Source: an optimization exercise on an open RTL-to-GDS flow (aim: small area, a short achievable clock period and few clock cycles per item). Production flows keep margins and buffers that such runs may drop. Function was checked by simulation only, so behaviour that the tests miss may differ from the original.

[design.v]
module Milestone1 (
		input logic Clock,
		input logic Resetn,
		input logic Start,
		output logic Stop,
		output logic   [17:0]   SRAM_address,
		output logic   [15:0]   SRAM_write_data,
		output logic            SRAM_we_n,
		input  logic   [15:0]   SRAM_read_data
);
logic        running;       
logic        vrow;          
logic [4:0]  ph;            
logic [6:0]  c;             
logic [14:0] w;             
logic [2:0]  rdp;           
logic [17:0] rgb;           
logic        lastrow;       
logic        we;            
assign SRAM_we_n = ~we;
logic        a_rd, a_wr, a_isy, a_isv, a_yb;    
logic [1:0]  a_k;
logic        k_odd, k_ybus, k_sh, k_ldu, k_ldv;
logic [5:0]  k_src;         
logic [2:0]  k_wsel;        
logic        fle76, fe77, fe78, fe79;    
wire c79     = fe79;
wire wrap    = ((ph == 5'd9) & ~c79) | (ph == 5'd16);
wire last_wr = running & lastrow & c79 & (ph == 5'd10);
wire [4:0] phN  = wrap ? 5'd0 : ph + 5'd1;
wire [6:0] cN   = wrap ? (c79 ? 7'd0 : c + 7'd1) : c;
wire       vrN  = (wrap & c79) ? 1'b0 : vrow;
wire nle76 = wrap ? ((c <= 7'd75) | c79) : fle76;
wire ne77  = wrap ? (c == 7'd76) : fe77;
wire ne78  = wrap ? fe77 : fe78;
wire ne79  = wrap ? fe78 : fe79;
logic        d_rd, d_wr, d_isy, d_isv, d_yb, d_odd, d_ybus, d_sh, d_ldu, d_ldv, d_ldo;
logic [1:0]  d_k;
logic [5:0]  d_src;
logic [2:0]  d_wsel;
always_comb begin
	logic real_r, le76, le77, le78, e77, e78, e79, upre, vpre, dupn;
	real_r = ~vrN;
	le76 = nle76; le77 = nle76 | ne77; le78 = le77 | ne78;
	e77 = ne77; e78 = ne78; e79 = ne79;
	upre = (real_r & le77) | (e78 & ~lastrow);
	vpre = (real_r & le76) | (e77 & ~lastrow);
	dupn = ~le77;
	d_rd = 1'b0; d_wr = 1'b0; d_isy = 1'b0; d_isv = 1'b0; d_yb = 1'b0; d_k = 2'd0;
	d_odd = 1'b0; d_sh = 1'b0; d_ldu = 1'b0; d_ldv = 1'b0; d_ldo = 1'b0; d_src = 6'd0; d_wsel = 3'd0;
	case (phN)
		5'd0: begin d_rd = upre; d_k = 2'd2; end
		5'd1: begin d_rd = real_r; d_isy = 1'b1; d_yb = 1'b1; end
		5'd2, 5'd3, 5'd4, 5'd7, 5'd8, 5'd9: d_wr = real_r;
		5'd5: begin d_rd = vpre; d_isv = 1'b1; d_k = 2'd3; end
		5'd6: begin
			if (e79) begin d_rd = ~lastrow; d_isv = 1'b1; d_k = 2'd2; end
			else begin d_rd = real_r & le78; d_isy = 1'b1; d_k = 2'd1; end
		end
		5'd10: begin d_rd = ~lastrow; d_k = 2'd2; end
		5'd11: begin d_rd = ~lastrow; d_isv = 1'b1; d_k = 2'd3; end
		5'd13: begin d_rd = ~lastrow; d_isy = 1'b1; d_k = 2'd1; end
		default: ;
	endcase
	d_odd = (phN == 5'd1) | (phN == 5'd6);
	d_ybus = (phN == 5'd4) | (phN == 5'd9) | (e79 & (phN == 5'd16));
	d_ldo = (phN == 5'd1) | (phN == 5'd2) | (phN == 5'd6) | (phN == 5'd7);
	d_wsel[0] = (phN == 5'd2) | (phN == 5'd7);
	d_wsel[1] = (phN == 5'd3) | (phN == 5'd8);
	d_wsel[2] = (phN == 5'd4) | (phN == 5'd9);
	if (e79 & (phN >= 5'd5)) begin
		d_sh = 1'b1;
		case (phN)
			5'd5, 5'd13: d_src = 6'b000001;
			5'd11, 5'd15: d_src = 6'b000010;
			5'd6: d_src = 6'b000100;
			5'd12, 5'd16: d_src = 6'b001000;
			5'd14: d_src = 6'b010000;
			default: d_src = 6'b100000;
		endcase
	end else begin
		case (phN)
			5'd3: begin d_sh = 1'b1; d_src = dupn ? 6'b100000 : 6'b000001; end
			5'd4: begin d_sh = 1'b1; d_src = dupn ? 6'b100000 : 6'b010000; end
			5'd8: begin d_sh = 1'b1; d_src = dupn ? 6'b100000 : 6'b000010; end
			5'd9: begin d_sh = 1'b1; d_src = dupn ? 6'b100000 : 6'b001000; end
			default: ;
		endcase
	end
	d_ldu = ((phN == 5'd4) & upre) | (e79 & (phN == 5'd14));
	d_ldv = ((phN == 5'd9) & vpre) | (e79 & ((phN == 5'd12) | (phN == 5'd15)));
end
wire [17:0] a_x = a_isy ? {{2{vrow}}, w, 1'b0} : {{3{vrow}}, w};
logic [17:0] a_c;
always_comb begin
	case ({a_isy, a_isv, a_k[0]})
		3'b100: a_c = 18'd1;            
		3'b101: a_c = 18'd2;            
		3'b010: a_c = 18'd57602;
		3'b011: a_c = 18'd57603;
		default: a_c = 18'd38402;
	endcase
end
wire [17:0] a_ad = a_x + a_c;
wire go = running & ~last_wr;
always_ff @(posedge Clock or negedge Resetn) begin
	if (~Resetn) begin
		running <= 1'b0; vrow <= 1'b1; ph <= 5'd4; c <= 7'd77; w <= 15'h7ffd;
		fle76 <= 1'b0; fe77 <= 1'b1; fe78 <= 1'b0; fe79 <= 1'b0;
		rgb <= 18'd146944;
		SRAM_address <= 18'd0; we <= 1'b0; Stop <= 1'b0;
	end else begin
		if (Start) running <= 1'b1;
		Stop <= running & lastrow & c79 & (ph == 5'd9);
		if (running) begin
			ph <= phN; c <= cN; vrow <= vrN;
			fle76 <= nle76; fe77 <= ne77; fe78 <= ne78; fe79 <= ne79;
			if (wrap) w <= w + 15'd1;
		end
		if (last_wr) begin
			running <= 1'b0; vrow <= 1'b1; ph <= 5'd4; c <= 7'd77; w <= 15'h7ffd;
			fle76 <= 1'b0; fe77 <= 1'b1; fe78 <= 1'b0; fe79 <= 1'b0;
		end
		we <= a_wr;
		SRAM_address <= a_rd ? a_ad : rgb;
		if (a_wr) rgb <= rgb + 18'd1;
		if (~running) rgb <= 18'd146944;
	end
end
always_ff @(posedge Clock) begin
	lastrow <= ~vrow & (w >= 15'd19120);
	a_rd <= go & d_rd; a_wr <= go & d_wr; a_isy <= d_isy; a_isv <= d_isv; a_yb <= d_yb; a_k <= d_k;
	k_odd <= d_odd; k_ybus <= d_ybus; k_sh <= go & d_sh; k_ldu <= go & d_ldu; k_ldv <= go & d_ldv;
	k_src <= d_src; k_wsel <= d_wsel;
	rdp <= {rdp[1:0], a_rd};
end
logic [15:0] D;                  
logic [7:0]  pu_hi, pu_lo, pv_hi, pv_lo;
logic [7:0]  ch [0:10];          
logic [9:0]  vhold;              
logic [22:0] yt;                 
logic [8:0]  cu, cv;             
logic [10:0] cu3, cv3;           
logic        nu, nv;
logic [7:0]  b0;
always_ff @(posedge Clock) begin
	if (rdp[2]) D <= SRAM_read_data;
end
logic [7:0] chin;
always_comb begin
	chin = ({8{k_src[0]}} & pv_hi) | ({8{k_src[1]}} & pv_lo) | ({8{k_src[2]}} & pu_hi)
	     | ({8{k_src[3]}} & pu_lo) | ({8{k_src[4]}} & D[15:8]) | ({8{k_src[5]}} & ch[1]);
end
integer i;
always_ff @(posedge Clock) begin
	if (k_sh) begin
		ch[0] <= chin;
		for (i = 1; i <= 10; i = i + 1) ch[i] <= ch[i-1];
	end
	if (k_ldu) begin pu_hi <= D[15:8]; pu_lo <= D[7:0]; end
	if (k_ldv) begin pv_hi <= D[15:8]; pv_lo <= D[7:0]; end
end
logic [8:0] fA, fB, fC;
always_ff @(posedge Clock) begin
	fA <= {1'b0, ch[9]} + {1'b0, chin};
	fB <= {1'b0, ch[7]} + {1'b0, ch[1]};
	fC <= {1'b0, ch[5]} + {1'b0, ch[3]} + 9'd1;
end
wire fl_1 = fA[5] ^ fA[3] ^ fA[1];
wire fl_2 = (fA[5] & fA[3]) | (fA[5] & fA[1]) | (fA[3] & fA[1]);
wire fl_3 = fA[6] ^ fA[4] ^ fA[2];
wire fl_4 = (fA[6] & fA[4]) | (fA[6] & fA[2]) | (fA[4] & fA[2]);
wire fl_5 = ~fB[0] ^ fB[3];
wire fl_6 = ~fB[0] & fB[3];
wire fl_7 = fA[7] ^ fA[5] ^ fA[3];
wire fl_8 = (fA[7] & fA[5]) | (fA[7] & fA[3]) | (fA[5] & fA[3]);
wire fl_9 = ~fB[1] ^ fB[4] ^ fB[5];
wire fl_10 = (~fB[1] & fB[4]) | (~fB[1] & fB[5]) | (fB[4] & fB[5]);
wire fl_11 = fC[0] ^ fC[2];
wire fl_12 = fC[0] & fC[2];
wire fl_13 = fA[8] ^ fA[6] ^ fA[4];
wire fl_14 = (fA[8] & fA[6]) | (fA[8] & fA[4]) | (fA[6] & fA[4]);
wire fl_15 = ~fB[2] ^ fB[5] ^ fB[6];
wire fl_16 = (~fB[2] & fB[5]) | (~fB[2] & fB[6]) | (fB[5] & fB[6]);
wire fl_17 = fC[1] ^ fC[3] ^ ~fC[8];
wire fl_18 = (fC[1] & fC[3]) | (fC[1] & ~fC[8]) | (fC[3] & ~fC[8]);
wire fl_19 = fA[7] ^ fA[5] ^ ~fB[3];
wire fl_20 = (fA[7] & fA[5]) | (fA[7] & ~fB[3]) | (fA[5] & ~fB[3]);
wire fl_21 = fB[6] ^ fB[7] ^ fC[2];
wire fl_22 = (fB[6] & fB[7]) | (fB[6] & fC[2]) | (fB[7] & fC[2]);
wire fl_23 = fC[4] ^ 1'b1;
wire fl_24 = fC[4] & 1'b1;
wire fl_25 = fA[8] ^ fA[6] ^ ~fB[4];
wire fl_26 = (fA[8] & fA[6]) | (fA[8] & ~fB[4]) | (fA[6] & ~fB[4]);
wire fl_27 = fB[7] ^ fB[8] ^ fC[3];
wire fl_28 = (fB[7] & fB[8]) | (fB[7] & fC[3]) | (fB[8] & fC[3]);
wire fl_29 = fC[5] ^ 1'b1;
wire fl_30 = fC[5] & 1'b1;
wire fl_31 = fA[7] ^ ~fB[5] ^ fB[8];
wire fl_32 = (fA[7] & ~fB[5]) | (fA[7] & fB[8]) | (~fB[5] & fB[8]);
wire fl_33 = fC[4] ^ fC[6];
wire fl_34 = fC[4] & fC[6];
wire fl_35 = fA[8] ^ ~fB[6];
wire fl_36 = fA[8] & ~fB[6];
wire fl_37 = fA[3] ^ fA[1];
wire fl_38 = fA[3] & fA[1];
wire fl_39 = fA[4] ^ fA[2] ^ fA[0];
wire fl_40 = (fA[4] & fA[2]) | (fA[4] & fA[0]) | (fA[2] & fA[0]);
wire fl_41 = fB[1] ^ fB[2];
wire fl_42 = fB[1] & fB[2];
wire fl_43 = fl_1 ^ fB[2] ^ fB[3];
wire fl_44 = (fl_1 & fB[2]) | (fl_1 & fB[3]) | (fB[2] & fB[3]);
wire fl_45 = fC[0] ^ ~fC[5] ^ 1'b1;
wire fl_46 = (fC[0] & ~fC[5]) | (fC[0] & 1'b1) | (~fC[5] & 1'b1);
wire fl_47 = fl_2 ^ fl_3 ^ fl_5;
wire fl_48 = (fl_2 & fl_3) | (fl_2 & fl_5) | (fl_3 & fl_5);
wire fl_49 = fB[4] ^ fC[1] ^ ~fC[6];
wire fl_50 = (fB[4] & fC[1]) | (fB[4] & ~fC[6]) | (fC[1] & ~fC[6]);
wire fl_51 = fl_4 ^ fl_6 ^ fl_7;
wire fl_52 = (fl_4 & fl_6) | (fl_4 & fl_7) | (fl_6 & fl_7);
wire fl_53 = fl_9 ^ fl_11 ^ ~fC[7];
wire fl_54 = (fl_9 & fl_11) | (fl_9 & ~fC[7]) | (fl_11 & ~fC[7]);
wire fl_55 = fl_8 ^ fl_10 ^ fl_12;
wire fl_56 = (fl_8 & fl_10) | (fl_8 & fl_12) | (fl_10 & fl_12);
wire fl_57 = fl_13 ^ fl_15 ^ fl_17;
wire fl_58 = (fl_13 & fl_15) | (fl_13 & fl_17) | (fl_15 & fl_17);
wire fl_59 = fl_14 ^ fl_16 ^ fl_18;
wire fl_60 = (fl_14 & fl_16) | (fl_14 & fl_18) | (fl_16 & fl_18);
wire fl_61 = fl_19 ^ fl_21 ^ fl_23;
wire fl_62 = (fl_19 & fl_21) | (fl_19 & fl_23) | (fl_21 & fl_23);
wire fl_63 = fl_20 ^ fl_22 ^ fl_24;
wire fl_64 = (fl_20 & fl_22) | (fl_20 & fl_24) | (fl_22 & fl_24);
wire fl_65 = fl_25 ^ fl_27 ^ fl_29;
wire fl_66 = (fl_25 & fl_27) | (fl_25 & fl_29) | (fl_27 & fl_29);
wire fl_67 = fl_26 ^ fl_28 ^ fl_30;
wire fl_68 = (fl_26 & fl_28) | (fl_26 & fl_30) | (fl_28 & fl_30);
wire fl_69 = fl_31 ^ fl_33 ^ 1'b1;
wire fl_70 = (fl_31 & fl_33) | (fl_31 & 1'b1) | (fl_33 & 1'b1);
wire fl_71 = fl_32 ^ fl_34 ^ fl_35;
wire fl_72 = (fl_32 & fl_34) | (fl_32 & fl_35) | (fl_34 & fl_35);
wire fl_73 = fC[5] ^ fC[7] ^ 1'b1;
wire fl_74 = (fC[5] & fC[7]) | (fC[5] & 1'b1) | (fC[7] & 1'b1);
wire fl_75 = fl_36 ^ ~fB[7] ^ fC[6];
wire fl_76 = (fl_36 & ~fB[7]) | (fl_36 & fC[6]) | (~fB[7] & fC[6]);
wire fl_77 = fC[8] ^ 1'b1;
wire fl_78 = fC[8] & 1'b1;
wire fl_79 = ~fB[8] ^ fC[7];
wire fl_80 = ~fB[8] & fC[7];
wire fl_81 = fA[2] ^ fA[0];
wire fl_82 = fA[2] & fA[0];
wire fl_83 = fl_37 ^ fB[0] ^ fB[1];
wire fl_84 = (fl_37 & fB[0]) | (fl_37 & fB[1]) | (fB[0] & fB[1]);
wire fl_85 = fl_38 ^ fl_39 ^ fl_41;
wire fl_86 = (fl_38 & fl_39) | (fl_38 & fl_41) | (fl_39 & fl_41);
wire fl_87 = fl_40 ^ fl_42 ^ fl_43;
wire fl_88 = (fl_40 & fl_42) | (fl_40 & fl_43) | (fl_42 & fl_43);
wire fl_89 = fl_44 ^ fl_46 ^ fl_47;
wire fl_90 = (fl_44 & fl_46) | (fl_44 & fl_47) | (fl_46 & fl_47);
wire fl_91 = fl_48 ^ fl_50 ^ fl_51;
wire fl_92 = (fl_48 & fl_50) | (fl_48 & fl_51) | (fl_50 & fl_51);
wire fl_93 = fl_52 ^ fl_54 ^ fl_55;
wire fl_94 = (fl_52 & fl_54) | (fl_52 & fl_55) | (fl_54 & fl_55);
wire fl_95 = fl_56 ^ fl_58 ^ fl_59;
wire fl_96 = (fl_56 & fl_58) | (fl_56 & fl_59) | (fl_58 & fl_59);
wire fl_97 = fl_60 ^ fl_62 ^ fl_63;
wire fl_98 = (fl_60 & fl_62) | (fl_60 & fl_63) | (fl_62 & fl_63);
wire fl_99 = fl_64 ^ fl_66 ^ fl_67;
wire fl_100 = (fl_64 & fl_66) | (fl_64 & fl_67) | (fl_66 & fl_67);
wire fl_101 = fl_68 ^ fl_70 ^ fl_71;
wire fl_102 = (fl_68 & fl_70) | (fl_68 & fl_71) | (fl_70 & fl_71);
wire fl_103 = fl_72 ^ fl_74 ^ fl_75;
wire fl_104 = (fl_72 & fl_74) | (fl_72 & fl_75) | (fl_74 & fl_75);
wire fl_105 = fl_76 ^ fl_78 ^ fl_79;
wire fl_106 = (fl_76 & fl_78) | (fl_76 & fl_79) | (fl_78 & fl_79);
wire fl_107 = fA[1] ^ ~fC[1];
wire fl_108 = fA[1] & ~fC[1];
wire fl_109 = fl_81 ^ fB[0] ^ ~fC[2];
wire fl_110 = (fl_81 & fB[0]) | (fl_81 & ~fC[2]) | (fB[0] & ~fC[2]);
wire fl_111 = fl_82 ^ fl_83 ^ ~fC[3];
wire fl_112 = (fl_82 & fl_83) | (fl_82 & ~fC[3]) | (fl_83 & ~fC[3]);
wire fl_113 = fl_84 ^ fl_85 ^ ~fC[4];
wire fl_114 = (fl_84 & fl_85) | (fl_84 & ~fC[4]) | (fl_85 & ~fC[4]);
wire fl_115 = fl_86 ^ fl_87 ^ fl_45;
wire fl_116 = (fl_86 & fl_87) | (fl_86 & fl_45) | (fl_87 & fl_45);
wire fl_117 = fl_88 ^ fl_89 ^ fl_49;
wire fl_118 = (fl_88 & fl_89) | (fl_88 & fl_49) | (fl_89 & fl_49);
wire fl_119 = fl_90 ^ fl_91 ^ fl_53;
wire fl_120 = (fl_90 & fl_91) | (fl_90 & fl_53) | (fl_91 & fl_53);
wire fl_121 = fl_92 ^ fl_93 ^ fl_57;
wire fl_122 = (fl_92 & fl_93) | (fl_92 & fl_57) | (fl_93 & fl_57);
wire fl_123 = fl_94 ^ fl_95 ^ fl_61;
wire fl_124 = (fl_94 & fl_95) | (fl_94 & fl_61) | (fl_95 & fl_61);
wire fl_125 = fl_96 ^ fl_97 ^ fl_65;
wire fl_126 = (fl_96 & fl_97) | (fl_96 & fl_65) | (fl_97 & fl_65);
wire fl_127 = fl_98 ^ fl_99 ^ fl_69;
wire fl_128 = (fl_98 & fl_99) | (fl_98 & fl_69) | (fl_99 & fl_69);
wire fl_129 = fl_100 ^ fl_101 ^ fl_73;
wire fl_130 = (fl_100 & fl_101) | (fl_100 & fl_73) | (fl_101 & fl_73);
wire fl_131 = fl_102 ^ fl_103 ^ fl_77;
wire fl_132 = (fl_102 & fl_103) | (fl_102 & fl_77) | (fl_103 & fl_77);
wire fl_133 = fl_104 ^ fl_105 ^ 1'b1;
wire fl_134 = (fl_104 & fl_105) | (fl_104 & 1'b1) | (fl_105 & 1'b1);
wire fl_135 = fl_106 ^ fl_80 ^ fC[8];
wire fl_136 = (fl_106 & fl_80) | (fl_106 & fC[8]) | (fl_80 & fC[8]);
wire [18:0] fl_a = {1'b1, 1'b1, fl_136, fl_134, fl_132, fl_130, fl_128, fl_126, fl_124, fl_122, fl_120, fl_118, fl_116, fl_114, fl_112, fl_110, fl_108, fl_107, fA[0]};
wire [18:0] fl_b = {1'b0, 1'b0, 1'b1, fl_135, fl_133, fl_131, fl_129, fl_127, fl_125, fl_123, fl_121, fl_119, fl_117, fl_115, fl_113, fl_111, fl_109, 1'b1, ~fC[0]};
wire [8:0]  fl_lo = {1'b0, fl_a[7:0]} + {1'b0, fl_b[7:0]};
logic [10:0] fa, fb;
logic        fc8;
always_ff @(posedge Clock) begin
	fa <= fl_a[18:8]; fb <= fl_b[18:8]; fc8 <= fl_lo[8];
end
wire [10:0] fs = fa + fb + {10'd0, fc8};
wire [9:0]  fr = {fs[10], fs[8:0]};    
wire [10:0] f3 = {2'd0, fr[8:0]} + {1'b0, fr[8:0], 1'b0};
wire [7:0]  eu = ch[6], ev = ch[7];
wire [8:0]  vsel = k_odd ? vhold[8:0] : {1'b0, ev};
wire [10:0] vs3 = {2'd0, vsel} + {1'b0, vsel, 1'b0};
wire [10:0] eu3 = {3'd0, eu} + {2'd0, eu, 1'b0};
logic [7:0] Yv;
always_ff @(posedge Clock) begin
	Yv <= k_ybus ? SRAM_read_data[15:8] : D[7:0];
end
wire ym_1 = Yv[5] ^ Yv[3];
wire ym_2 = Yv[5] & Yv[3];
wire ym_3 = Yv[6] ^ Yv[4] ^ Yv[2];
wire ym_4 = (Yv[6] & Yv[4]) | (Yv[6] & Yv[2]) | (Yv[4] & Yv[2]);
wire ym_5 = Yv[7] ^ Yv[5] ^ Yv[3];
wire ym_6 = (Yv[7] & Yv[5]) | (Yv[7] & Yv[3]) | (Yv[5] & Yv[3]);
wire ym_7 = Yv[6] ^ Yv[4] ^ Yv[1];
wire ym_8 = (Yv[6] & Yv[4]) | (Yv[6] & Yv[1]) | (Yv[4] & Yv[1]);
wire ym_9 = Yv[7] ^ Yv[5];
wire ym_10 = Yv[7] & Yv[5];
wire ym_11 = Yv[6] ^ Yv[3];
wire ym_12 = Yv[6] & Yv[3];
wire ym_13 = ~Yv[7] ^ Yv[0];
wire ym_14 = ~Yv[7] & Yv[0];
wire ym_15 = Yv[3] ^ Yv[1];
wire ym_16 = Yv[3] & Yv[1];
wire ym_17 = Yv[4] ^ Yv[2] ^ Yv[0];
wire ym_18 = (Yv[4] & Yv[2]) | (Yv[4] & Yv[0]) | (Yv[2] & Yv[0]);
wire ym_19 = ym_1 ^ Yv[1] ^ 1'b1;
wire ym_20 = (ym_1 & Yv[1]) | (ym_1 & 1'b1) | (Yv[1] & 1'b1);
wire ym_21 = ym_2 ^ ym_3 ^ 1'b1;
wire ym_22 = (ym_2 & ym_3) | (ym_2 & 1'b1) | (ym_3 & 1'b1);
wire ym_23 = ym_4 ^ ym_5 ^ Yv[0];
wire ym_24 = (ym_4 & ym_5) | (ym_4 & Yv[0]) | (ym_5 & Yv[0]);
wire ym_25 = ym_6 ^ ym_7 ^ 1'b1;
wire ym_26 = (ym_6 & ym_7) | (ym_6 & 1'b1) | (ym_7 & 1'b1);
wire ym_27 = ym_8 ^ ym_9 ^ Yv[2];
wire ym_28 = (ym_8 & ym_9) | (ym_8 & Yv[2]) | (ym_9 & Yv[2]);
wire ym_29 = ym_10 ^ ym_11 ^ 1'b1;
wire ym_30 = (ym_10 & ym_11) | (ym_10 & 1'b1) | (ym_11 & 1'b1);
wire ym_31 = ym_12 ^ Yv[7] ^ Yv[4];
wire ym_32 = (ym_12 & Yv[7]) | (ym_12 & Yv[4]) | (Yv[7] & Yv[4]);
wire [22:0] ym_a = {1'b0, Yv[7], Yv[6], ym_32, ym_30, ym_28, ym_26, ym_24, ym_22, ym_20, ym_18, ym_16, ym_15, Yv[2], ym_14, ym_13, ~Yv[6], ~Yv[5], ~Yv[4], ~Yv[3], ~Yv[2], ~Yv[1], ~Yv[0]};
wire [22:0] ym_b = {1'b0, 1'b0, 1'b0, Yv[5], ym_31, ym_29, ym_27, ym_25, ym_23, ym_21, ym_19, ym_17, 1'b1, Yv[0], Yv[1], 1'b1, 1'b0, 1'b1, 1'b1, 1'b0, 1'b0, 1'b0, 1'b1};
wire [22:0] ytn = ym_a + ym_b;
always_ff @(posedge Clock) begin
	vhold <= fr;
	yt <= ytn;
	if (k_odd) begin
		cu <= fr[8:0]; cu3 <= f3; nu <= fr[9];
		cv <= vhold[8:0]; cv3 <= vs3; nv <= vhold[9];
	end else begin
		cu <= {1'b0, eu}; cu3 <= eu3; nu <= 1'b0;
		cv <= {1'b0, ev}; cv3 <= vs3; nv <= 1'b0;
	end
end
wire clr_1 = yt[5] ^ cv3[7];
wire clr_2 = yt[5] & cv3[7];
wire clr_3 = yt[6] ^ cv3[8] ^ cv[1];
wire clr_4 = (yt[6] & cv3[8]) | (yt[6] & cv[1]) | (cv3[8] & cv[1]);
wire clr_5 = yt[7] ^ cv3[9] ^ cv[2];
wire clr_6 = (yt[7] & cv3[9]) | (yt[7] & cv[2]) | (cv3[9] & cv[2]);
wire clr_7 = yt[8] ^ cv3[10] ^ cv[3];
wire clr_8 = (yt[8] & cv3[10]) | (yt[8] & cv[3]) | (cv3[10] & cv[3]);
wire clr_9 = yt[9] ^ cv3[0] ^ cv[4];
wire clr_10 = (yt[9] & cv3[0]) | (yt[9] & cv[4]) | (cv3[0] & cv[4]);
wire clr_11 = yt[10] ^ cv3[1] ^ cv[5];
wire clr_12 = (yt[10] & cv3[1]) | (yt[10] & cv[5]) | (cv3[1] & cv[5]);
wire clr_13 = yt[11] ^ cv3[2];
wire clr_14 = yt[11] & cv3[2];
wire clr_15 = yt[12] ^ cv3[3] ^ cv[7];
wire clr_16 = (yt[12] & cv3[3]) | (yt[12] & cv[7]) | (cv3[3] & cv[7]);
wire clr_17 = yt[13] ^ cv3[0] ^ cv3[4];
wire clr_18 = (yt[13] & cv3[0]) | (yt[13] & cv3[4]) | (cv3[0] & cv3[4]);
wire clr_19 = yt[14] ^ cv3[1];
wire clr_20 = yt[14] & cv3[1];
wire clr_21 = yt[15] ^ cv3[2] ^ cv3[6];
wire clr_22 = (yt[15] & cv3[2]) | (yt[15] & cv3[6]) | (cv3[2] & cv3[6]);
wire clr_23 = yt[16] ^ cv3[3] ^ cv3[7];
wire clr_24 = (yt[16] & cv3[3]) | (yt[16] & cv3[7]) | (cv3[3] & cv3[7]);
wire clr_25 = yt[17] ^ cv3[4];
wire clr_26 = yt[17] & cv3[4];
wire clr_27 = yt[18] ^ cv3[5] ^ cv3[9];
wire clr_28 = (yt[18] & cv3[5]) | (yt[18] & cv3[9]) | (cv3[5] & cv3[9]);
wire clr_29 = yt[19] ^ cv3[6];
wire clr_30 = yt[19] & cv3[6];
wire clr_31 = yt[2] ^ cv3[4];
wire clr_32 = yt[2] & cv3[4];
wire clr_33 = yt[3] ^ cv3[5] ^ cv[1];
wire clr_34 = (yt[3] & cv3[5]) | (yt[3] & cv[1]) | (cv3[5] & cv[1]);
wire clr_35 = yt[4] ^ cv3[6] ^ cv[2];
wire clr_36 = (yt[4] & cv3[6]) | (yt[4] & cv[2]) | (cv3[6] & cv[2]);
wire clr_37 = clr_1 ^ cv[0] ^ cv[3];
wire clr_38 = (clr_1 & cv[0]) | (clr_1 & cv[3]) | (cv[0] & cv[3]);
wire clr_39 = clr_2 ^ clr_3 ^ cv[4];
wire clr_40 = (clr_2 & clr_3) | (clr_2 & cv[4]) | (clr_3 & cv[4]);
wire clr_41 = clr_4 ^ clr_5 ^ cv[5];
wire clr_42 = (clr_4 & clr_5) | (clr_4 & cv[5]) | (clr_5 & cv[5]);
wire clr_43 = clr_6 ^ clr_7 ^ cv[6];
wire clr_44 = (clr_6 & clr_7) | (clr_6 & cv[6]) | (clr_7 & cv[6]);
wire clr_45 = clr_8 ^ clr_9 ^ cv[7];
wire clr_46 = (clr_8 & clr_9) | (clr_8 & cv[7]) | (clr_9 & cv[7]);
wire clr_47 = clr_10 ^ clr_11 ^ cv[8];
wire clr_48 = (clr_10 & clr_11) | (clr_10 & cv[8]) | (clr_11 & cv[8]);
wire clr_49 = clr_12 ^ clr_13 ^ cv[6];
wire clr_50 = (clr_12 & clr_13) | (clr_12 & cv[6]) | (clr_13 & cv[6]);
wire clr_51 = clr_14 ^ clr_15 ^ 1'b1;
wire clr_52 = (clr_14 & clr_15) | (clr_14 & 1'b1) | (clr_15 & 1'b1);
wire clr_53 = clr_16 ^ clr_17 ^ cv[8];
wire clr_54 = (clr_16 & clr_17) | (clr_16 & cv[8]) | (clr_17 & cv[8]);
wire clr_55 = clr_18 ^ clr_19 ^ cv3[5];
wire clr_56 = (clr_18 & clr_19) | (clr_18 & cv3[5]) | (clr_19 & cv3[5]);
wire clr_57 = clr_20 ^ clr_21 ^ 1'b1;
wire clr_58 = (clr_20 & clr_21) | (clr_20 & 1'b1) | (clr_21 & 1'b1);
wire clr_59 = clr_22 ^ clr_23 ^ 1'b1;
wire clr_60 = (clr_22 & clr_23) | (clr_22 & 1'b1) | (clr_23 & 1'b1);
wire clr_61 = clr_24 ^ clr_25 ^ cv3[8];
wire clr_62 = (clr_24 & clr_25) | (clr_24 & cv3[8]) | (clr_25 & cv3[8]);
wire clr_63 = clr_26 ^ clr_27 ^ 1'b1;
wire clr_64 = (clr_26 & clr_27) | (clr_26 & 1'b1) | (clr_27 & 1'b1);
wire clr_65 = clr_28 ^ clr_29 ^ cv3[10];
wire clr_66 = (clr_28 & clr_29) | (clr_28 & cv3[10]) | (clr_29 & cv3[10]);
wire clr_67 = clr_30 ^ yt[20] ^ cv3[7];
wire clr_68 = (clr_30 & yt[20]) | (clr_30 & cv3[7]) | (yt[20] & cv3[7]);
wire clr_69 = yt[21] ^ cv3[8];
wire clr_70 = yt[21] & cv3[8];
wire clr_71 = yt[22] ^ cv3[9] ^ 1'b1;
wire clr_72 = (yt[22] & cv3[9]) | (yt[22] & 1'b1) | (cv3[9] & 1'b1);
wire clr_73 = cv3[10] ^ 1'b1;
wire clr_74 = cv3[10] & 1'b1;
wire [27:0] clr_a = {1'b1, clr_74, clr_72, clr_70, clr_68, clr_66, clr_64, clr_62, clr_60, clr_58, clr_56, clr_54, clr_52, clr_50, clr_48, clr_46, clr_44, clr_42, clr_40, clr_38, clr_36, clr_34, clr_32, clr_31, yt[1], yt[0], cv3[1], cv3[0]};
wire [27:0] clr_b = {1'b0, 1'b1, clr_73, clr_71, clr_69, clr_67, clr_65, clr_63, clr_61, clr_59, clr_57, clr_55, clr_53, clr_51, clr_49, clr_47, clr_45, clr_43, clr_41, clr_39, clr_37, clr_35, clr_33, cv[0], cv3[3], cv3[2], 1'b0, 1'b0};
wire [27:0] Rs = clr_a + clr_b;
wire clg_1 = yt[3] ^ ~cu3[2];
wire clg_2 = yt[3] & ~cu3[2];
wire clg_3 = yt[4] ^ ~cu3[3];
wire clg_4 = yt[4] & ~cu3[3];
wire clg_5 = yt[5] ^ ~cu3[4];
wire clg_6 = yt[5] & ~cu3[4];
wire clg_7 = yt[6] ^ ~cu3[5];
wire clg_8 = yt[6] & ~cu3[5];
wire clg_9 = yt[9] ^ ~cu3[8];
wire clg_10 = yt[9] & ~cu3[8];
wire clg_11 = yt[10] ^ ~cu3[9] ^ ~cu[2];
wire clg_12 = (yt[10] & ~cu3[9]) | (yt[10] & ~cu[2]) | (~cu3[9] & ~cu[2]);
wire clg_13 = ~cv[0] ^ ~cv[7];
wire clg_14 = ~cv[0] & ~cv[7];
wire clg_15 = yt[11] ^ ~cu3[0] ^ ~cu3[10];
wire clg_16 = (yt[11] & ~cu3[0]) | (yt[11] & ~cu3[10]) | (~cu3[0] & ~cu3[10]);
wire clg_17 = ~cu[3] ^ ~cv[1] ^ ~cv[8];
wire clg_18 = (~cu[3] & ~cv[1]) | (~cu[3] & ~cv[8]) | (~cv[1] & ~cv[8]);
wire clg_19 = yt[12] ^ ~cu3[1] ^ ~cu[4];
wire clg_20 = (yt[12] & ~cu3[1]) | (yt[12] & ~cu[4]) | (~cu3[1] & ~cu[4]);
wire clg_21 = ~cv3[0] ^ ~cv[2];
wire clg_22 = ~cv3[0] & ~cv[2];
wire clg_23 = yt[13] ^ ~cu3[2] ^ ~cu[5];
wire clg_24 = (yt[13] & ~cu3[2]) | (yt[13] & ~cu[5]) | (~cu3[2] & ~cu[5]);
wire clg_25 = ~cv3[1] ^ ~cv[3] ^ 1'b1;
wire clg_26 = (~cv3[1] & ~cv[3]) | (~cv3[1] & 1'b1) | (~cv[3] & 1'b1);
wire clg_27 = yt[14] ^ ~cu3[3] ^ ~cu[6];
wire clg_28 = (yt[14] & ~cu3[3]) | (yt[14] & ~cu[6]) | (~cu3[3] & ~cu[6]);
wire clg_29 = ~cv3[2] ^ ~cv[4];
wire clg_30 = ~cv3[2] & ~cv[4];
wire clg_31 = yt[15] ^ ~cu3[4] ^ ~cu[7];
wire clg_32 = (yt[15] & ~cu3[4]) | (yt[15] & ~cu[7]) | (~cu3[4] & ~cu[7]);
wire clg_33 = ~cv3[3] ^ ~cv[5];
wire clg_34 = ~cv3[3] & ~cv[5];
wire clg_35 = yt[16] ^ ~cu3[5] ^ ~cu[8];
wire clg_36 = (yt[16] & ~cu3[5]) | (yt[16] & ~cu[8]) | (~cu3[5] & ~cu[8]);
wire clg_37 = ~cv3[4] ^ ~cv[6] ^ 1'b1;
wire clg_38 = (~cv3[4] & ~cv[6]) | (~cv3[4] & 1'b1) | (~cv[6] & 1'b1);
wire clg_39 = yt[17] ^ ~cu3[6] ^ ~cv3[5];
wire clg_40 = (yt[17] & ~cu3[6]) | (yt[17] & ~cv3[5]) | (~cu3[6] & ~cv3[5]);
wire clg_41 = yt[18] ^ ~cu3[7] ^ ~cv3[6];
wire clg_42 = (yt[18] & ~cu3[7]) | (yt[18] & ~cv3[6]) | (~cu3[7] & ~cv3[6]);
wire clg_43 = yt[1] ^ ~cu3[0];
wire clg_44 = yt[1] & ~cu3[0];
wire clg_45 = yt[2] ^ ~cu3[1];
wire clg_46 = yt[2] & ~cu3[1];
wire clg_47 = clg_1 ^ ~cv[0] ^ ~cv[5];
wire clg_48 = (clg_1 & ~cv[0]) | (clg_1 & ~cv[5]) | (~cv[0] & ~cv[5]);
wire clg_49 = clg_2 ^ clg_3 ^ ~cv[1];
wire clg_50 = (clg_2 & clg_3) | (clg_2 & ~cv[1]) | (clg_3 & ~cv[1]);
wire clg_51 = clg_4 ^ clg_5 ^ ~cv[2];
wire clg_52 = (clg_4 & clg_5) | (clg_4 & ~cv[2]) | (clg_5 & ~cv[2]);
wire clg_53 = clg_6 ^ clg_7 ^ ~cv[3];
wire clg_54 = (clg_6 & clg_7) | (clg_6 & ~cv[3]) | (clg_7 & ~cv[3]);
wire clg_55 = clg_8 ^ yt[7] ^ ~cu3[6];
wire clg_56 = (clg_8 & yt[7]) | (clg_8 & ~cu3[6]) | (yt[7] & ~cu3[6]);
wire clg_57 = yt[8] ^ ~cu3[7] ^ ~cu[0];
wire clg_58 = (yt[8] & ~cu3[7]) | (yt[8] & ~cu[0]) | (~cu3[7] & ~cu[0]);
wire clg_59 = clg_9 ^ ~cu[1] ^ ~cv[6];
wire clg_60 = (clg_9 & ~cu[1]) | (clg_9 & ~cv[6]) | (~cu[1] & ~cv[6]);
wire clg_61 = clg_10 ^ clg_11 ^ clg_13;
wire clg_62 = (clg_10 & clg_11) | (clg_10 & clg_13) | (clg_11 & clg_13);
wire clg_63 = clg_12 ^ clg_14 ^ clg_15;
wire clg_64 = (clg_12 & clg_14) | (clg_12 & clg_15) | (clg_14 & clg_15);
wire clg_65 = clg_16 ^ clg_18 ^ clg_19;
wire clg_66 = (clg_16 & clg_18) | (clg_16 & clg_19) | (clg_18 & clg_19);
wire clg_67 = clg_20 ^ clg_22 ^ clg_23;
wire clg_68 = (clg_20 & clg_22) | (clg_20 & clg_23) | (clg_22 & clg_23);
wire clg_69 = clg_24 ^ clg_26 ^ clg_27;
wire clg_70 = (clg_24 & clg_26) | (clg_24 & clg_27) | (clg_26 & clg_27);
wire clg_71 = clg_28 ^ clg_30 ^ clg_31;
wire clg_72 = (clg_28 & clg_30) | (clg_28 & clg_31) | (clg_30 & clg_31);
wire clg_73 = clg_32 ^ clg_34 ^ clg_35;
wire clg_74 = (clg_32 & clg_34) | (clg_32 & clg_35) | (clg_34 & clg_35);
wire clg_75 = clg_36 ^ clg_38 ^ clg_39;
wire clg_76 = (clg_36 & clg_38) | (clg_36 & clg_39) | (clg_38 & clg_39);
wire clg_77 = clg_40 ^ clg_41 ^ ~cv[8];
wire clg_78 = (clg_40 & clg_41) | (clg_40 & ~cv[8]) | (clg_41 & ~cv[8]);
wire clg_79 = clg_42 ^ yt[19] ^ ~cu3[8];
wire clg_80 = (clg_42 & yt[19]) | (clg_42 & ~cu3[8]) | (yt[19] & ~cu3[8]);
wire clg_81 = yt[20] ^ ~cu3[9] ^ ~cv3[8];
wire clg_82 = (yt[20] & ~cu3[9]) | (yt[20] & ~cv3[8]) | (~cu3[9] & ~cv3[8]);
wire clg_83 = yt[21] ^ ~cu3[10];
wire clg_84 = yt[21] & ~cu3[10];
wire clg_85 = yt[22] ^ ~cv3[10];
wire clg_86 = yt[22] & ~cv3[10];
wire clg_87 = clg_43 ^ ~cv[3];
wire clg_88 = clg_43 & ~cv[3];
wire clg_89 = clg_44 ^ clg_45 ^ ~cv[4];
wire clg_90 = (clg_44 & clg_45) | (clg_44 & ~cv[4]) | (clg_45 & ~cv[4]);
wire clg_91 = clg_46 ^ clg_47 ^ 1'b1;
wire clg_92 = (clg_46 & clg_47) | (clg_46 & 1'b1) | (clg_47 & 1'b1);
wire clg_93 = clg_48 ^ clg_49 ^ ~cv[6];
wire clg_94 = (clg_48 & clg_49) | (clg_48 & ~cv[6]) | (clg_49 & ~cv[6]);
wire clg_95 = clg_50 ^ clg_51 ^ ~cv[7];
wire clg_96 = (clg_50 & clg_51) | (clg_50 & ~cv[7]) | (clg_51 & ~cv[7]);
wire clg_97 = clg_52 ^ clg_53 ^ ~cv[8];
wire clg_98 = (clg_52 & clg_53) | (clg_52 & ~cv[8]) | (clg_53 & ~cv[8]);
wire clg_99 = clg_54 ^ clg_55 ^ ~cv[4];
wire clg_100 = (clg_54 & clg_55) | (clg_54 & ~cv[4]) | (clg_55 & ~cv[4]);
wire clg_101 = clg_56 ^ clg_57 ^ ~cv[5];
wire clg_102 = (clg_56 & clg_57) | (clg_56 & ~cv[5]) | (clg_57 & ~cv[5]);
wire clg_103 = clg_58 ^ clg_59 ^ 1'b1;
wire clg_104 = (clg_58 & clg_59) | (clg_58 & 1'b1) | (clg_59 & 1'b1);
wire clg_105 = clg_60 ^ clg_61 ^ 1'b1;
wire clg_106 = (clg_60 & clg_61) | (clg_60 & 1'b1) | (clg_61 & 1'b1);
wire clg_107 = clg_62 ^ clg_63 ^ clg_17;
wire clg_108 = (clg_62 & clg_63) | (clg_62 & clg_17) | (clg_63 & clg_17);
wire clg_109 = clg_64 ^ clg_65 ^ clg_21;
wire clg_110 = (clg_64 & clg_65) | (clg_64 & clg_21) | (clg_65 & clg_21);
wire clg_111 = clg_66 ^ clg_67 ^ clg_25;
wire clg_112 = (clg_66 & clg_67) | (clg_66 & clg_25) | (clg_67 & clg_25);
wire clg_113 = clg_68 ^ clg_69 ^ clg_29;
wire clg_114 = (clg_68 & clg_69) | (clg_68 & clg_29) | (clg_69 & clg_29);
wire clg_115 = clg_70 ^ clg_71 ^ clg_33;
wire clg_116 = (clg_70 & clg_71) | (clg_70 & clg_33) | (clg_71 & clg_33);
wire clg_117 = clg_72 ^ clg_73 ^ clg_37;
wire clg_118 = (clg_72 & clg_73) | (clg_72 & clg_37) | (clg_73 & clg_37);
wire clg_119 = clg_74 ^ clg_75 ^ ~cv[7];
wire clg_120 = (clg_74 & clg_75) | (clg_74 & ~cv[7]) | (clg_75 & ~cv[7]);
wire clg_121 = clg_76 ^ clg_77 ^ 1'b1;
wire clg_122 = (clg_76 & clg_77) | (clg_76 & 1'b1) | (clg_77 & 1'b1);
wire clg_123 = clg_78 ^ clg_79 ^ ~cv3[7];
wire clg_124 = (clg_78 & clg_79) | (clg_78 & ~cv3[7]) | (clg_79 & ~cv3[7]);
wire clg_125 = clg_80 ^ clg_81 ^ 1'b1;
wire clg_126 = (clg_80 & clg_81) | (clg_80 & 1'b1) | (clg_81 & 1'b1);
wire clg_127 = clg_82 ^ clg_83 ^ ~cv3[9];
wire clg_128 = (clg_82 & clg_83) | (clg_82 & ~cv3[9]) | (clg_83 & ~cv3[9]);
wire clg_129 = clg_84 ^ clg_85 ^ 1'b1;
wire clg_130 = (clg_84 & clg_85) | (clg_84 & 1'b1) | (clg_85 & 1'b1);
wire [27:0] clg_a = {1'b1, 1'b1, clg_130, clg_128, clg_126, clg_124, clg_122, clg_120, clg_118, clg_116, clg_114, clg_112, clg_110, clg_108, clg_106, clg_104, clg_102, clg_100, clg_98, clg_96, clg_94, clg_92, clg_90, clg_88, clg_87, yt[0], ~cv[1], ~cv[0]};
wire [27:0] clg_b = {1'b0, 1'b0, clg_86, clg_129, clg_127, clg_125, clg_123, clg_121, clg_119, clg_117, clg_115, clg_113, clg_111, clg_109, clg_107, clg_105, clg_103, clg_101, clg_99, clg_97, clg_95, clg_93, clg_91, clg_89, 1'b1, ~cv[2], 1'b0, 1'b1};
wire [27:0] Gs = clg_a + clg_b;
wire clb_1 = yt[8] ^ cu[0] ^ cu[3];
wire clb_2 = (yt[8] & cu[0]) | (yt[8] & cu[3]) | (cu[0] & cu[3]);
wire clb_3 = yt[9] ^ cu[1] ^ cu[4];
wire clb_4 = (yt[9] & cu[1]) | (yt[9] & cu[4]) | (cu[1] & cu[4]);
wire clb_5 = yt[10] ^ cu[2] ^ cu[5];
wire clb_6 = (yt[10] & cu[2]) | (yt[10] & cu[5]) | (cu[2] & cu[5]);
wire clb_7 = yt[11] ^ cu[3] ^ cu[6];
wire clb_8 = (yt[11] & cu[3]) | (yt[11] & cu[6]) | (cu[3] & cu[6]);
wire clb_9 = yt[5] ^ cu[0];
wire clb_10 = yt[5] & cu[0];
wire clb_11 = yt[6] ^ cu[1] ^ cu3[5];
wire clb_12 = (yt[6] & cu[1]) | (yt[6] & cu3[5]) | (cu[1] & cu3[5]);
wire clb_13 = yt[7] ^ cu[2] ^ cu3[6];
wire clb_14 = (yt[7] & cu[2]) | (yt[7] & cu3[6]) | (cu[2] & cu3[6]);
wire clb_15 = clb_1 ^ cu3[7] ^ cu3[10];
wire clb_16 = (clb_1 & cu3[7]) | (clb_1 & cu3[10]) | (cu3[7] & cu3[10]);
wire clb_17 = clb_2 ^ clb_3 ^ cu3[8];
wire clb_18 = (clb_2 & clb_3) | (clb_2 & cu3[8]) | (clb_3 & cu3[8]);
wire clb_19 = clb_4 ^ clb_5 ^ cu3[9];
wire clb_20 = (clb_4 & clb_5) | (clb_4 & cu3[9]) | (clb_5 & cu3[9]);
wire clb_21 = clb_6 ^ clb_7 ^ cu3[10];
wire clb_22 = (clb_6 & clb_7) | (clb_6 & cu3[10]) | (clb_7 & cu3[10]);
wire clb_23 = clb_8 ^ yt[12] ^ cu[4];
wire clb_24 = (clb_8 & yt[12]) | (clb_8 & cu[4]) | (yt[12] & cu[4]);
wire clb_25 = yt[13] ^ cu[5];
wire clb_26 = yt[13] & cu[5];
wire clb_27 = yt[1] ^ cu3[0];
wire clb_28 = yt[1] & cu3[0];
wire clb_29 = yt[2] ^ cu3[1] ^ cu3[4];
wire clb_30 = (yt[2] & cu3[1]) | (yt[2] & cu3[4]) | (cu3[1] & cu3[4]);
wire clb_31 = yt[3] ^ cu3[2] ^ cu3[5];
wire clb_32 = (yt[3] & cu3[2]) | (yt[3] & cu3[5]) | (cu3[2] & cu3[5]);
wire clb_33 = yt[4] ^ cu3[3] ^ cu3[6];
wire clb_34 = (yt[4] & cu3[3]) | (yt[4] & cu3[6]) | (cu3[3] & cu3[6]);
wire clb_35 = clb_9 ^ cu3[4] ^ cu3[7];
wire clb_36 = (clb_9 & cu3[4]) | (clb_9 & cu3[7]) | (cu3[4] & cu3[7]);
wire clb_37 = clb_10 ^ clb_11 ^ cu3[8];
wire clb_38 = (clb_10 & clb_11) | (clb_10 & cu3[8]) | (clb_11 & cu3[8]);
wire clb_39 = clb_12 ^ clb_13 ^ cu3[9];
wire clb_40 = (clb_12 & clb_13) | (clb_12 & cu3[9]) | (clb_13 & cu3[9]);
wire clb_41 = clb_14 ^ clb_15 ^ 1'b1;
wire clb_42 = (clb_14 & clb_15) | (clb_14 & 1'b1) | (clb_15 & 1'b1);
wire clb_43 = clb_16 ^ clb_17 ^ 1'b1;
wire clb_44 = (clb_16 & clb_17) | (clb_16 & 1'b1) | (clb_17 & 1'b1);
wire clb_45 = clb_18 ^ clb_19 ^ 1'b1;
wire clb_46 = (clb_18 & clb_19) | (clb_18 & 1'b1) | (clb_19 & 1'b1);
wire clb_47 = clb_20 ^ clb_21 ^ 1'b1;
wire clb_48 = (clb_20 & clb_21) | (clb_20 & 1'b1) | (clb_21 & 1'b1);
wire clb_49 = clb_22 ^ clb_23 ^ cu[7];
wire clb_50 = (clb_22 & clb_23) | (clb_22 & cu[7]) | (clb_23 & cu[7]);
wire clb_51 = clb_24 ^ clb_25 ^ cu[8];
wire clb_52 = (clb_24 & clb_25) | (clb_24 & cu[8]) | (clb_25 & cu[8]);
wire clb_53 = clb_26 ^ yt[14] ^ cu[6];
wire clb_54 = (clb_26 & yt[14]) | (clb_26 & cu[6]) | (yt[14] & cu[6]);
wire clb_55 = yt[15] ^ cu[0] ^ cu[7];
wire clb_56 = (yt[15] & cu[0]) | (yt[15] & cu[7]) | (cu[0] & cu[7]);
wire clb_57 = yt[16] ^ cu[1] ^ cu[8];
wire clb_58 = (yt[16] & cu[1]) | (yt[16] & cu[8]) | (cu[1] & cu[8]);
wire clb_59 = yt[17] ^ cu[2];
wire clb_60 = yt[17] & cu[2];
wire clb_61 = yt[18] ^ cu[3];
wire clb_62 = yt[18] & cu[3];
wire clb_63 = yt[19] ^ cu[4] ^ 1'b1;
wire clb_64 = (yt[19] & cu[4]) | (yt[19] & 1'b1) | (cu[4] & 1'b1);
wire clb_65 = yt[20] ^ cu[5] ^ 1'b1;
wire clb_66 = (yt[20] & cu[5]) | (yt[20] & 1'b1) | (cu[5] & 1'b1);
wire clb_67 = yt[21] ^ cu[6] ^ 1'b1;
wire clb_68 = (yt[21] & cu[6]) | (yt[21] & 1'b1) | (cu[6] & 1'b1);
wire clb_69 = yt[22] ^ cu[7];
wire clb_70 = yt[22] & cu[7];
wire clb_71 = cu[8] ^ 1'b1;
wire clb_72 = cu[8] & 1'b1;
wire [27:0] clb_a = {1'b1, clb_72, clb_70, clb_68, clb_66, clb_64, clb_62, clb_60, clb_58, clb_56, clb_54, clb_52, clb_50, clb_48, clb_46, clb_44, clb_42, clb_40, clb_38, clb_36, clb_34, clb_32, clb_30, clb_28, clb_27, yt[0], cu3[1], cu3[0]};
wire [27:0] clb_b = {1'b0, 1'b1, clb_71, clb_69, clb_67, clb_65, clb_63, clb_61, clb_59, clb_57, clb_55, clb_53, clb_51, clb_49, clb_47, clb_45, clb_43, clb_41, clb_39, clb_37, clb_35, clb_33, clb_31, clb_29, cu3[3], cu3[2], 1'b0, 1'b0};
wire [27:0] Bs = clb_a + clb_b;
logic [37:0] o;                  
always_ff @(posedge Clock) o <= {Rs[27:16], Gs[27:16], Bs[27:16], nu, nv};
function automatic [7:0] clip(input logic [11:0] x, input logic z);
	clip = (z | x[11]) ? 8'd0 : (|x[10:8]) ? 8'd255 : x[7:0];
endfunction
wire [7:0] oR = clip(o[37:26], o[0]), oG = clip(o[25:14], o[1] | o[0]), oB = clip(o[13:2], o[1]);
logic [15:0] gb;
always_ff @(posedge Clock) begin
	b0 <= oB;
	gb <= {oG, oB};
	SRAM_write_data <= ({16{k_wsel[0]}} & {oR, oG}) | ({16{k_wsel[1]}} & {b0, oR})
	                 | ({16{k_wsel[2]}} & gb);
end
endmodule
[flow/run.sh]
#!/bin/bash
set -euo pipefail
export SETUP_SLACK_MARGIN=9.3
export TNS_END_PERCENT=10
export BUFFER_PORTS_ARGS="-buffer_cell sky130_fd_sc_hd__buf_4"
bash standard.sh > standard.log 2>&1
[standard.sh]
#!/bin/bash
# synth_recipe.tcl (not shown) runs the flow's synth.tcl, then flattens the netlist and writes it again
# the make line also repeats each setting of config.mk as NAME=value (left out here)
make -C /OpenROAD-flow-scripts/flow DESIGN_CONFIG=/design/flow/config.mk WORK_HOME=/design/flow/orfs CLKGATE_MAP_FILE= SYNTH_SCRIPT=/design/flow/synth_recipe.tcl "${@:-finish}"
[config.mk]
export PLATFORM = sky130hd
export DESIGN_NAME = Milestone1
export DESIGN_NICKNAME = Milestone1
export VERILOG_FILES = /design/flow/design.v
export SDC_FILE = /design/flow/constraint.sdc
export NUM_CORES = 4
export LEC_CHECK = 0
export CAP_MARGIN = 20
export CORE_MARGIN = 2
export CORE_UTILIZATION = 30
export CTS_CLUSTER_DIAMETER = 140
export CTS_CLUSTER_SIZE = 24
export PLACE_DENSITY = 0.5
export SLEW_MARGIN = 20
[constraint.sdc]
create_clock -name core_clock -period 13.0 [get_ports {Clock}]
set_input_delay 2.6000 -clock core_clock [delete_from_list [all_inputs] [get_ports {Clock}]]
set_output_delay 2.6000 -clock core_clock [all_outputs]
set_load 0.01 [all_outputs]
==> summary.md, run 1 <==
## Cells and area
• 0 — n_diodes
• 10.27% — share of post-route cells with drive strength above 1
• 2723 — Net count, final
• 10.10% — Layout area overhead
• 0.02705 mm2 — area of all placed cells without fillers
• 0.01009 mm2 — FF/Latch Area
• 8026 — filler cell count in the final layout
• 0.01316 mm2 — area of combinational cells with multiple inputs

## Critical path
• dfrtp_1 — critical-path cell with the highest stage delay
• 1 — largest fanout on the critical path
• 420 ps — maximum cell stage delay along the critical path
• buf_6 — sequence of cells on the critical path
• reg2out — category of the most critical setup path
• 10400 ps — data required time of the critical path
• 1120 ps — Worst Path Arrival
• 1 — critical path buffer and inverter count
• primary output — type of destination of the critical path
• flip-flops — category of cells accounting for the largest share of critical-path delay
• flop — nature of the critical path startpoint

## Clocking
• built — CTS tree
• 3 — maximum buffer depth of the clock tree
• 100 ps — clock-pin transition on the worst setup and hold timing paths
• 0 — hold-fix buffer count after cts
• 1 — H-tree levels
• 22 — clock buffers created by TritonCTS
• 418 — Num Clock Sinks
• clkbuf_16 — Clock Root Buffer
• 570 ps — worst skew pair latency

## Synth
• 0.02457 mm2 — synthesized cell area
• 8.682% — fraction of the mapped netlist area in simple logic gates
• 16.99% — Synth async-reset ratio
• 128 — number of enable-type register cells in the synthesized netlist
• 12.37% — area fraction in compound gates after synthesis
• 10.83 um2 — Syn Area/Cell
• 2.317% — multiplexer share of the synthesized area
• 2 — synth warn
• 2268 — number of cells produced by synthesis
• 25.11% — adder-cell share of the synthesized area
• 2686 — net count of the mapped netlist
• dfxtp_1 — Synth Flop Type
• 88 — number of distinct library cell variants in the gate-level netlist after synthesis
• 40.85% — post-synthesis sequential area ratio
• 4.450% — parity-gate share of the synthesized area counting xor and xnor cells
• adder cells — combinational family with the most area after synthesis
• 418 — flop and latch count out of synthesis

## STA
• 3720 ps — final period demand of the worst path
• 268.8 MHz — fmax
• 0 ps — setup TNS
• 0 — Max Slew Vio Count
• 0 — final number of setup-violating endpoints
• 0 — final hold vios
• 1060 ps — Worst-Margin Slew
• true — unrepaired setup endpoints after global routing
• 29.33% — max_slew headroom
• 18.02 ps — largest clock skew in the final design
• 28.61% — Final Cycle Share

## Die
• 290.2 um — overall die height
• 55 — num ports
• 0.08421 mm2 — Die ar.
• 0.08081 mm2 — Core Area
• 290.2 um — DIE WIDTH
• 104 — count of standard-cell rows
• 30.41% — initial core utilization

## Routing
• 5 — number of detailed-route iterations in the first pass
• 936 — DRC violation total after the first TritonRoute iteration
• 4.737 — routed via count divided by cell count
• 0 — DRC violations left
• 17.54 um — wire length per cell
• 16000 — total vias in the final route
• 59.26 mm — routed wire length
• 0 — Post-DRT Antenna Nets

## GRT
• 1 — number of antenna violations at the first check in global routing
• 16890 — vias in the first global route
• 14.01% — global router's overall resource usage
• 81 — largest net degree at the start of global routing
• 94.39 mm — first-pass GRT wire length
• 0 — Overflow after GRT

## Run status
• timing/DRC/antenna clean — run status

## Placement
• 54 — quantity of I/O buffers inserted on ports
• 0.8957 — global placement routability congestion
• 46.89 mm — HPWL after detailed placement
• 0.02611 mm2 — post-detailed-placement cell area

## Flow run
• 0 — number of violations of the max-capacitance limit

## Min path
• reg2reg — classification of the worst-slack hold path

-- per-layer routing --
metal	global-route usage (%)	vias to the layer above	share of wire [%]
li1	-	7817	-
met1	18.22	7861	45
met2	25.21	261	50
met3	1.155	63	2.8
met4	3.189	0	2.0
met5	0	-	0
-- kinds of logic after synthesis --
kind of cell	Yosys count
adders and majority gates	399
AOI/OAI and AO/OA	451
buffers and inverters	402
muxes	52
and+or+nand+nor	422
xor gates and xnor gates	124
DFF	418
-- cells in the mapped netlist, types with 21 or more instances --
library cell  instances  area, um2
a21o_1               41      307.8
a21oi_1             114      570.6
a22oi_1              33      247.7
clkbuf_1             39      146.4
dfrtp_1              44       1101
dfstp_2              27      709.4
dfxtp_1             219       4384
edfxtp_1            128       3844
fa_1                157       3143
ha_1                242       3028
inv_1               346       1299
mux2_2               39      439.2
nand2_1             104      390.4
nand3_1              50      250.2
nor2_1              102      382.9
nor2b_1              21      131.4
o21a_1               30      225.2
o21ai_0              79      395.4
xnor2_1              68      595.6
xor2_1               55      481.7
-- final timing paths --
check | depth (start not counted) | endpoint | slack, ps | start
setup / recovery | 1 | SRAM_address[17] | 9280 | SRAM_address[17]$_DFF_PN0_
hold / removal | 0 | rdp[1]$_DFF_P_ | 330 | rdp[0]$_DFF_P_
setup reg to reg | 12 | o[15]$_DFF_P_ | 9370 | yt[12]$_DFF_P_
hold reg to reg | 0 | rdp[1]$_DFF_P_ | 330 | rdp[0]$_DFF_P_
max in group asynchronous | 1 | ph[1]$_DFFE_PN0P_ | 10260 | Resetn
min in group asynchronous | 1 | rgb[0]$_DFFE_PN0P_ | 2160 | Resetn
-- area by class of cell --
class / count / area share [%]
multi-input cells: 1448 / 48.65
flip-flops and latches: 418 / 37.29
well taps: 1060 / 4.902
inverters: 347 / 4.824
clock buffers: 32 / 2.174
repair buffers: 68 / 1.929
clock inverters: 5 / 0.2312
-- cells in the final DEF, fill, tap and decap left out, types with 20 or more instances in the layout --
cell / synthesis / layout
nand3_1: 50 / 50
edfxtp_1: 128 / 128
dfrtp_1: 44 / 44
a21o_1: 41 / 41
buf_4: 1 / 66
o21ai_0: 79 / 73
a21oi_1: 114 / 111
clkbuf_16: 0 / 22
nand2_1: 104 / 104
fa_1: 157 / 156
dfxtp_1: 219 / 194
dfstp_2: 27 / 27
nor2_1: 102 / 101
ha_1: 242 / 236
nor2b_1: 21 / 21
mux2_2: 39 / 39
xor2_1: 55 / 55
a22oi_1: 33 / 33
or3_1: 20 / 20
xnor2_1: 68 / 67
o21a_1: 30 / 30
inv_1: 346 / 340
-- through the flow --
| step | hold WS (ps) | instances | util (%) | setup slack (ps) |
|---|---|---|---|---|
| 2_1_floorplan | 309.6 | 2268 | - | 9332 |
| 3_3_place_gp | 314.9 | 3331 | 32.32 | 8967 |
| 3_5_place_dp | 315.1 | 3331 | 32.32 | 8946 |
| 6_report | 330.4 | 3378 | 33.48 | 9280 |
| 4_1_cts | 331.1 | 3370 | 33.21 | 9203 |
| 5_1_grt | 332.0 | 3378 | 33.48 | 9163 |
-- registers in the layout, summed over array words and instances (netlist names), 10 cells and up --
| name | flops |
|---|---|
| D | 16 |
| SRAM_address | 18 |
| SRAM_write_data | 16 |
| ch | 80 |
| cu3 | 10 |
| cv3 | 11 |
| gb | 16 |
| o | 38 |
| rgb | 18 |
| vhold | 10 |
| w | 15 |
| yt | 23 |
-- what timing repair did --
item | 4_1_cts | 5_1_grt
pin swaps | 3 | 18
buffers inserted | 2 | 7
setup endpoints to repair | 35 | 42
resized for setup | 23 | 50
Testbench counts, summed over its fixed seeds: cycles 774,832, frames 4.
==> run 2, diff against run 1 <==
==> flow/run.sh (replaced) <==
#!/bin/bash
set -euo pipefail
export SETUP_SLACK_MARGIN=9.3
export TNS_END_PERCENT=100
export BUFFER_PORTS_ARGS="-buffer_cell sky130_fd_sc_hd__buf_4"
bash standard.sh > standard.log 2>&1
==> run 2 against run 1 <==
Via count rose by 0.39%. Count of clock-buffer cells in the layout did not move. Setup slack got worse by 1.1 ps. Clock skew rose by 0.62 ps. Critical endpoint unchanged. First-iteration DRC count rose by 7.5%. Worst hold slack barely moved. Synthesized cell count did not move. Utilization rose by 0.15 points.
==> summary.md, run 2 <==
## Cells and area
• 80 — max FFs per register, unchanged
• 10.60% — Layout area overhead
• 0 — n_diodes, unchanged
• 10.91% — share of post-route cells with drive strength above 1, +0.64 points
• 8021 — filler cell count in the final layout, -0.062%
• 33.63% — fin util, +0.15 points
• 2724 — Net count, final, +0.037%
• 0.01010 mm2 — FF/Latch Area, +0.11%
• 0.01320 mm2 — area of combinational cells with multiple inputs, +0.30%
• 337 x inv_1, 235 x ha_1, 191 x dfxtp_1 — commonest non-fill, non-tap cells in the layout
• ch — Most flops, register
• ch: 80 flops, o: 38 flops, yt: 23 flops — Regs by FF count
• 3379 — final non-filler cell total, +0.030%
• inv_1 — most common cell after layout, fill and taps aside

## STA
• 268.8 MHz — fmax, about the same
• 0 — final hold vios, unchanged
• 18.64 ps — largest clock skew in the final design, +0.6195 ps
• true — unrepaired setup endpoints after global routing
• 1060 ps — Worst-Margin Slew, +0.3719 ps
• 0 ps — setup TNS, unchanged
• 28.62% — Final Cycle Share, about the same
• 330.4 ps — worst slack on hold paths, +0.04500 ps
• 0 — final number of setup-violating endpoints, unchanged
• 0 — Max Slew Vio Count, unchanged
• 29.31% — max_slew headroom, about the same
• 3721 ps — final period demand of the worst path, +1.130 ps

## Flow run
• 0 — number of violations of the max-capacitance limit, unchanged

## Routing
• 17.56 um — wire length per cell, +0.12%
• 59.35 mm — routed wire length, +0.15%
• 0 — Post-DRT Antenna Nets, unchanged
• 5 — number of detailed-route iterations in the first pass, unchanged
• 4.754 — routed via count divided by cell count, +0.36%
• 1006 — DRC violation total after the first TritonRoute iteration, +7.5%
• 0 — DRC violations left, unchanged
• 16070 — total vias in the final route, +0.39%

## GRT
• 94.47 mm — first-pass GRT wire length, about the same
• 1 — number of antenna violations at the first check in global routing, unchanged
• 0 — Overflow after GRT, unchanged
• 81 — largest net degree at the start of global routing, unchanged
• 16920 — vias in the first global route, +0.20%
• 14.02% — global router's overall resource usage, about the same

## Die
• 30.41% — initial core utilization, unchanged
• 0.08081 mm2 — Core Area, unchanged
• 290.2 um — DIE WIDTH, unchanged
• 0.08421 mm2 — Die ar., unchanged
• 104 — count of standard-cell rows, unchanged
• 290.2 um — overall die height, unchanged
• 55 — num ports, unchanged

## Clocking
• 3 — maximum buffer depth of the clock tree, unchanged
• built — CTS tree
• 22 — clock buffers created by TritonCTS, unchanged
• 570 ps — worst skew pair latency, about the same
• 100 ps — clock-pin transition on the worst setup and hold timing paths, about the same
• 418 — Num Clock Sinks, unchanged
• 1 — H-tree levels, unchanged
• clkbuf_16 — Clock Root Buffer
• 0 — hold-fix buffer count after cts, unchanged

## Critical path
• 10400 ps — data required time of the critical path, about the same
• flip-flops — category of cells accounting for the largest share of critical-path delay
• 1 — critical path buffer and inverter count, unchanged
• 420 ps — maximum cell stage delay along the critical path, about the same
• 1 — largest fanout on the critical path, unchanged
• reg2out — category of the most critical setup path
• buf_6 — sequence of cells on the critical path
• 1120 ps — Worst Path Arrival, about the same
• dfrtp_1 — critical-path cell with the highest stage delay
• flop — nature of the critical path startpoint
• primary output — type of destination of the critical path

## Synth
• 418 — flop and latch count out of synthesis, unchanged
• 88 — number of distinct library cell variants in the gate-level netlist after synthesis, unchanged
• 346 x inv_1, 242 x ha_1, 219 x dfxtp_1, 157 x fa_1, 128 x edfxtp_1 — most frequent cells after synthesis
• 16.99% — Synth async-reset ratio, unchanged
• inv_1 — top-count cell post-synth
• dfxtp_1 — Synth Flop Type
• dfxtp_1 — Yosys top cell by area
• 40.85% — post-synthesis sequential area ratio, unchanged
• 2686 — net count of the mapped netlist, unchanged
• 17.84% — post-synth top area share, unchanged
• dfxtp_1 18%, edfxtp_1 16%, fa_1 13%, ha_1 12%, inv_1 5.3% — top area cells in the synthesized netlist
• 2 — synth warn, unchanged
• 2268 — number of cells produced by synthesis, unchanged
• 10.83 um2 — Syn Area/Cell, unchanged
• 0.02457 mm2 — synthesized cell area, unchanged
• 128 — number of enable-type register cells in the synthesized netlist, unchanged

## Min path
• reg2reg — classification of the worst-slack hold path

## Placement
• 54 — quantity of I/O buffers inserted on ports, unchanged
• 46.89 mm — HPWL after detailed placement, unchanged
• 0.8957 — global placement routability congestion, unchanged
• 3331 — total placed cells including tap cells, unchanged

## Run status
• timing/DRC/antenna clean — run status

run 2: repair_timing:
item                                    4_1_cts  5_1_grt
setup buffers                                 4        7
endpoints found under the setup margin       35       41
gates resized for setup                      48       60
pin swaps                                     7       20
run 2: metrics by stage:
stage / setup slack, ps / cell area (um2)
2_1_floorplan: 9332 / 24570
3_3_place_gp: 8967 / 26110
3_5_place_dp: 8946 / 26110
4_1_cts: 9235 / 26940
5_1_grt: 9233 / 27180
6_report: 9279 / 27180
run 2: routing by layer:
layer | part of all wire [%] | up-vias | global-route usage [%]
met3 | 2.8 | 75 | 1.185
met2 | 50 | 264 | 25.18
li1 | - | 7823 | -
met4 | 2.2 | 0 | 3.290
met1 | 45 | 7903 | 18.22
met5 | 0 | - | 0
run 2: final timing paths:
kind | from | endpoint | slack (ps) | cells past startpoint
worst min register to register | rdp[0]$_DFF_P_ | rdp[1]$_DFF_P_ | 330 | 0
worst max-delay path | SRAM_address[17]$_DFF_PN0_ | SRAM_address[17] | 9280 | 1
min in group asynchronous | Resetn | rgb[0]$_DFFE_PN0P_ | 2150 | 1
max in group asynchronous | Resetn | ph[1]$_DFFE_PN0P_ | 10250 | 1
worst min-delay path | rdp[0]$_DFF_P_ | rdp[1]$_DFF_P_ | 330 | 0
worst max register to register | yt[11]$_DFF_P_ | o[12]$_DFF_P_ | 9370 | 13
run 2: cells by family after synthesis:
logic type	after synthesis	synth area share [%]
buffers and inverters	402	6.212
DFF	418	40.85
AOI/OAI and AO/OA	451	12.37
muxes	52	2.317
and+or+nand+nor	422	8.682
xor gates and xnor gates	124	4.450
adders and majority gates	399	25.11
run 2: final cells by class:
| type | count | share of cell area (%) |
|---|---|---|
| Inverter | 347 | 4.802 |
| Tap cell | 1060 | 4.880 |
| Clock buffer | 32 | 2.164 |
| Timing Repair Buffer | 69 | 2.182 |
| Clock inverter | 5 | 0.2302 |
| Multi-Input combinational cell | 1448 | 48.58 |
| Sequential cell | 418 | 37.17 |

## re-timing with driven ports
The flow's constraints put no driver on any port. The routed layouts listed below were extracted and timed again, unchanged, in two steps. Step 1 sets driving cells, clkbuf_16 on the clock port and buf_2 on the other inputs (assumed; they add their load-dependent delay and slew). Step 2, shift: input delay + t, output delay - t, t = (earliest + latest rising clock arrival at the registers) / 2. This alone moves slack from input paths to output paths. Three values: ideal ports, drivers, drivers and shift; two values: the first two.
| run | t, ns | slack for setup (ns) | latest minus earliest clock arrival (ns) |
|---|---|---|---|
| run 1 | 0.625 | 9.280 / 9.222 / 9.366 | 0.020 / 0.019 |
| run 2 | 0.625 | 9.279 / 9.221 / 9.372 | 0.020 / 0.021 |
After both steps every run listed still meets setup and hold.
